From an optimization exercise on the open Yosys and OpenROAD flow, aimed at small area, a short achievable clock period and few clock cycles per item; shortcuts taken in it are not production practice.
In this exercise RTL edits were held to simulation tests only and were not proved equivalent to the original.

Setup of build 21:
==> flow/design.v <==
module SHA1_hash (
	clk,
	nreset,
	start_hash,
	message_addr,
	message_size,
	hash,
	done,
	port_A_data_in,
	port_A_data_out,
	port_A_addr,
	port_A_we
	);
input          clk;
input          nreset;
input          start_hash;
input  [31:0]  message_addr;
input  [31:0]  message_size;
output [159:0] hash;
output         done;
output [31:0]  port_A_data_in;
input  [31:0]  port_A_data_out;
output [15:0]  port_A_addr;
output         port_A_we;
reg         busy, done, first;
reg  [6:0]  p;
reg         isT1, isT12, cld, rot, memsel, adinc, is15;
reg         fch, fpar, fmaj;
reg         xiv, x30, xa, nfirst;
reg  [31:0] Kv, IVv;        
reg  [31:0] A, B, C, D, F, J;
reg  [31:0] H0, H1, H2, H3, H4;
reg  [511:0] W;              
reg  [13:0] addr;
reg  [7:0]  wc;              
reg         over;            
reg  [1:0]  sz;              
reg  [3:0]  blk;             
assign port_A_we      = 1'b0;
assign port_A_data_in = 32'h0;
assign port_A_addr    = {addr, 2'b00};
assign hash           = {H0, H1, H2, H3, H4};
wire start_go = start_hash & ~busy;
wire [6:0] pinc = (p == 7'd81) ? 7'd0 : p + 7'd1;
function [1:0] rng;
	input [6:0] q;
	rng = (q < 20) ? 2'd0 : (q < 40) ? 2'd1 : (q < 60) ? 2'd2 : 2'd3;
endfunction
always @(posedge clk) begin
	if (start_go) begin
		p      <= 7'd78;
		isT1   <= 1'b0;
		isT12  <= 1'b0;
		cld    <= 1'b0;
		rot    <= 1'b1;
		x30    <= 1'b0;
		memsel <= 1'b0;
		adinc  <= 1'b0;
		is15   <= 1'b0;
		fch    <= 1'b0;
		fpar   <= 1'b1;
		fmaj   <= 1'b0;
		xiv    <= 1'b1;
		xa     <= 1'b0;
		nfirst <= 1'b0;
		Kv     <= 32'hca62c1d6;
		IVv    <= 32'hc3d2e1f0;
	end else begin
		p      <= pinc;
		isT1   <= (p == 7'd81);
		isT12  <= (p == 7'd81) || (p == 7'd0);
		cld    <= (p == 7'd80) || (p == 7'd81);
		rot    <= (p >= 7'd77);
		x30    <= !(first && !isT1) && (p >= 7'd77) && (p <= 7'd79);
		memsel <= (p == 7'd81) || (p <= 7'd14);
		adinc  <= (p >= 7'd80) || (p <= 7'd13);
		is15   <= (p == 7'd14);
		fch    <= (rng(p) == 2'd0);
		fpar   <= (rng(p) == 2'd1) || (rng(p) == 2'd3);
		fmaj   <= (rng(p) == 2'd2);
		case (rng(p))
			2'd0:    Kv <= 32'h5a827999;
			2'd1:    Kv <= 32'h6ed9eba1;
			2'd2:    Kv <= 32'h8f1bbcdc;
			default: Kv <= 32'hca62c1d6;
		endcase
		xiv    <= first && !isT1;
		xa     <= !(first && !isT1) && ((p == 7'd80) || (p == 7'd81));
		nfirst <= !(first && !isT1);
		IVv    <= (p == 7'd81) ? 32'h67452301 : (p == 7'd80) ? 32'hefcdab89 :
		          (p == 7'd79) ? 32'h98badcfe : (p == 7'd78) ? 32'h10325476 :
		          32'hc3d2e1f0;
	end
end
wire [6:0] nbs = message_size[9:3] + 7'd1;    
always @(posedge clk or negedge nreset) begin
	if (!nreset) begin
		busy <= 1'b0;
		done <= 1'b0;
	end else if (start_go) begin
		busy <= 1'b1;
		done <= 1'b0;
	end else if (busy && isT1 && !first && blk == 4'd0) begin
		busy <= 1'b0;
		done <= 1'b1;
	end
end
always @(posedge clk) begin
	if (start_go) begin
		first <= 1'b1;
		blk   <= nbs[6:3];
	end else if (isT1) begin
		first <= 1'b0;
		if (!first && blk != 4'd0)
			blk <= blk - 4'd1;
	end
end
always @(posedge clk) begin
	if (start_go)
		addr <= message_addr[15:2];
	else if (adinc)
		addr <= addr + 14'd1;
end
always @(posedge clk) begin
	if (start_go) begin
		wc   <= message_size[9:2];
		over <= 1'b0;
		sz   <= message_size[1:0];
	end else if (memsel) begin
		if (wc == 8'd0)
			over <= 1'b1;
		else
			wc <= wc - 8'd1;
	end
end
wire [31:0] mbe = {port_A_data_out[7:0], port_A_data_out[15:8],
                   port_A_data_out[23:16], port_A_data_out[31:24]};
reg  [31:0] mmask, mpad;
always @* begin
	if (over) begin
		mmask = 32'h0;
		mpad  = 32'h0;
	end else if (wc == 8'd0) begin
		case (sz)
			2'd0: begin mmask = 32'h00000000; mpad = 32'h80000000; end
			2'd1: begin mmask = 32'hff000000; mpad = 32'h00800000; end
			2'd2: begin mmask = 32'hffff0000; mpad = 32'h00008000; end
			default: begin mmask = 32'hffffff00; mpad = 32'h00000080; end
		endcase
	end else begin
		mmask = 32'hffffffff;
		mpad  = 32'h0;
	end
end
wire        islen = is15 && blk == 4'd0;
wire [31:0] wlen  = islen ? {19'd0, message_size[9:0], 3'd0} : 32'h0;
wire [31:0] wmem  = (mbe & mmask) | mpad | wlen;
wire [31:0] wx  = W[447:416] ^ W[287:256] ^ W[95:64] ^ W[31:0];
wire [31:0] wnw = memsel ? wmem : {wx[30:0], wx[31]};
always @(posedge clk)
	W <= {wnw, W[511:32]};
wire [31:0] Cr = {B[1:0], B[31:2]};            
wire [31:0] fv = ({32{fch}}  & ((A & Cr) | (~A & C))) |
                 (({32{fpar}} & A) ^ ({32{fpar}} & Cr) ^ ({32{fpar}} & C)) |
                 ({32{fmaj}} & ((A & Cr) | (A & C) | (Cr & C)));
wire [31:0] Xv   = ({32{x30}} & {A[1:0], A[31:2]}) | ({32{xa}} & A);
wire [31:0] Hop  = ({32{nfirst}} & H4) | ({32{xiv}} & IVv);
wire [31:0] hsum, Anew, Jn;
sha1_add32 u_hadd (.a(Hop), .b(Xv), .s(hsum));
sha1_add3  u_aadd (.a({A[26:0], A[31:27]}), .b(F), .c(J), .s(Anew));
sha1_add3  u_jadd (.a(D), .b(Kv), .c(W[511:480]), .s(Jn));
always @(posedge clk) begin
	A <= isT12 ? H0 : Anew;
	B <= isT1 ? {H1[29:0], H1[31:30]} : A;
	C <= cld ? H2 : Cr;
	D <= C;
	F <= fv;
	J <= Jn;
end
always @(posedge clk) begin
	if (busy && rot) begin
		H0 <= hsum;
		H1 <= H0;
		H2 <= H1;
		H3 <= H2;
		H4 <= H3;
	end
end
endmodule
module sha1_add3 (a, b, c, s);
input  [31:0] a, b, c;
output [31:0] s;
wire [31:0] cs, cc;
wire [31:0] bc;
sha1_xor #(32) u_bc (.a(b), .b(c), .y(bc));
sha1_xor #(32) u_s  (.a(a), .b(bc), .y(cs));
sha1_maj  u_c (.a(a), .b(b), .c(c), .y(cc));
sha1_add32 u_add (.a(cs), .b({cc[30:0], 1'b0}), .s(s));
endmodule
module sha1_add32 (a, b, s);
input  [31:0] a, b;
output [31:0] s;
wire [31:0] g0, p0, g1, g2, g3, g4, g5;
wire [31:2] p1;
wire [31:4] p2;
wire [31:8] p3;
wire [31:16] p4;
sha1_and #(32) u_g (.a(a), .b(b), .y(g0));
sha1_xor #(32) u_p (.a(a), .b(b), .y(p0));
assign g1[0] = g0[0];
sha1_ao  #(31) u_g1 (.g(g0[31:1]),  .p(p0[31:1]),  .c(g0[30:0]), .y(g1[31:1]));
sha1_and #(30) u_p1 (.a(p0[31:2]),  .b(p0[30:1]),  .y(p1[31:2]));
assign g2[1:0] = g1[1:0];
sha1_ao  #(30) u_g2 (.g(g1[31:2]),  .p(p1[31:2]),  .c(g1[29:0]), .y(g2[31:2]));
sha1_and #(28) u_p2 (.a(p1[31:4]),  .b(p1[29:2]),  .y(p2[31:4]));
assign g3[3:0] = g2[3:0];
sha1_ao  #(28) u_g3 (.g(g2[31:4]),  .p(p2[31:4]),  .c(g2[27:0]), .y(g3[31:4]));
sha1_and #(24) u_p3 (.a(p2[31:8]),  .b(p2[27:4]),  .y(p3[31:8]));
assign g4[7:0] = g3[7:0];
sha1_ao  #(24) u_g4 (.g(g3[31:8]),  .p(p3[31:8]),  .c(g3[23:0]), .y(g4[31:8]));
sha1_and #(16) u_p4 (.a(p3[31:16]), .b(p3[23:8]),  .y(p4[31:16]));
assign g5[15:0] = g4[15:0];
sha1_ao  #(16) u_g5 (.g(g4[31:16]), .p(p4[31:16]), .c(g4[15:0]), .y(g5[31:16]));
assign s[0] = p0[0];
sha1_xor #(31) u_s (.a(p0[31:1]), .b(g5[30:0]), .y(s[31:1]));
endmodule
module sha1_and (a, b, y);
parameter N = 32;
input  [N-1:0] a, b;
output [N-1:0] y;
assign y = a & b;
endmodule
module sha1_xor (a, b, y);
parameter N = 32;
input  [N-1:0] a, b;
output [N-1:0] y;
assign y = a ^ b;
endmodule
module sha1_ao (g, p, c, y);
parameter N = 32;
input  [N-1:0] g, p, c;
output [N-1:0] y;
assign y = g | (p & c);
endmodule
module sha1_maj (a, b, c, y);
input  [31:0] a, b, c;
output [31:0] y;
assign y = (a & b) | (a & c) | (b & c);
endmodule
==> flow/config.mk <==
export PLATFORM = sky130hd
export DESIGN_NAME = SHA1_hash
export DESIGN_NICKNAME = SHA1_hash
export VERILOG_FILES = /design/flow/design.v
export SDC_FILE = /design/flow/constraint.sdc
export NUM_CORES = 4
export LEC_CHECK = 0
export CAP_MARGIN = 20
export CORE_MARGIN = 2
export CORE_UTILIZATION = 45
export CTS_CLUSTER_DIAMETER = 70
export CTS_CLUSTER_SIZE = 34
export PLACE_DENSITY = 0.6
export SETUP_SLACK_MARGIN = 3.3
export SLEW_MARGIN = 20
export SYNTH_HIERARCHICAL = 1
export SYNTH_MINIMUM_KEEP_SIZE = 0
==> flow/constraint.sdc <==
create_clock -name core_clock -period 6.3 [get_ports {clk}]
set_input_delay 1.2600 -clock core_clock [delete_from_list [all_inputs] [get_ports {clk}]]
set_output_delay 1.2600 -clock core_clock [all_outputs]
set_load 0.01 [all_outputs]
standard.sh (not shown) runs the stock make flow with config.mk's settings and CLKGATE_MAP_FILE= SYNTH_SCRIPT=/design/flow/synth_recipe.tcl, a recipe that flattens the netlist after the stock synthesis.
==> flow/flow/run.sh <==
#!/bin/bash
# The standard layout, with the port buffers made as buf_1 cells instead of
# the resizer's default choice (a delay buffer). Full output in standard.log.
set -e
export BUFFER_PORTS_ARGS="-buffer_cell sky130_fd_sc_hd__buf_1"
bash standard.sh > standard.log 2>&1
Testbench counts of build 21, summed over its fixed seeds: cycles 68,472, messages 96.
Setup changes, build 21 to build 19
- changing SETUP_SLACK_MARGIN from 3.3 to 3.6
Results
- Per the final summary, build 19 finished and its layout is clean on timing, DRC and antenna.
- Max final cycle utilization of the critical path across build 21 and build 19: build 21
- In build 19, number of buffers and inverters on the critical path is higher than in build 21.
- In build 19, number of detailed-route iterations in the first pass is lower than in build 21.
- Fraction of area in multi-input gates ends up higher on build 19.
- On maximum fanout encountered on the critical timing path, the lower figure sits with build 19, not build 21.
- Cells: build 19 has more instances than build 21
- Area after synthesis: build 19 vs build 21 identical
- Design area: build 19 vs build 21 up about 1.8%
The inputs of build 96 differ from those of build 19 as listed below.
- swapping 34 for 28 in CTS_CLUSTER_SIZE
Build 96 ended up with H2[25] as its start point of the critical path; build 19 ended up with H2[22].
Build 96 ends up with a count of antenna diodes in the layout that is 2 higher than in build 19.
### build 96 -> build 84
- swapping 28 for 34 in CTS_CLUSTER_SIZE
- swapping 0.6 for 0.5 in PLACE_DENSITY
[summary]
- There was hardly any difference in final area between build 84 and build 96.
- Wire length of the first global-routing pass in build 84 is 2.9% above build 96.
- Between build 84 and build 96, fraction of area in clock buffers and inverters is higher for build 84, build 96 comes in under that.
- Via-per-instance ratio delta (build 84 -> build 96): insignificant
- Build 84 vs. build 96: total of fill cells in the finished design moved up; via count neither gained nor lost much.

what the ideal ports hide:
In the flow no input, the clock included, has a driving cell. The finished layouts below were timed again as built, in two steps.
Step 1 assumes that a clkbuf_16 drives the clock port and a buf_2 every other input.
Step 2 times the ports against the registers' clock, not the clock port: input delays grow and output delays shrink by t, the midpoint of the rising clock arrivals with the driver on.
Three values: ideal ports, drivers, drivers and shift; two values: the first two.
| run | t (ns) | setup WS [ns] | pins driven straight from the clock port |
|---|---|---|---|
| build 21 | 0.692 | 3.420 / 3.420 / 3.420 | 1 |
| build 19 | 0.695 | 3.671 / 3.600 / 3.520 | 1 |
| build 96 | 0.696 | 3.672 / 3.600 / 3.544 | 1 |
| build 84 | 0.696 | 3.651 / 3.592 / 3.530 | 1 |
After both steps setup and hold are still met in every run listed. The setup slack of build 19, which loses most, moves by -0.071 ns with the drivers and by -0.151 ns with both steps.
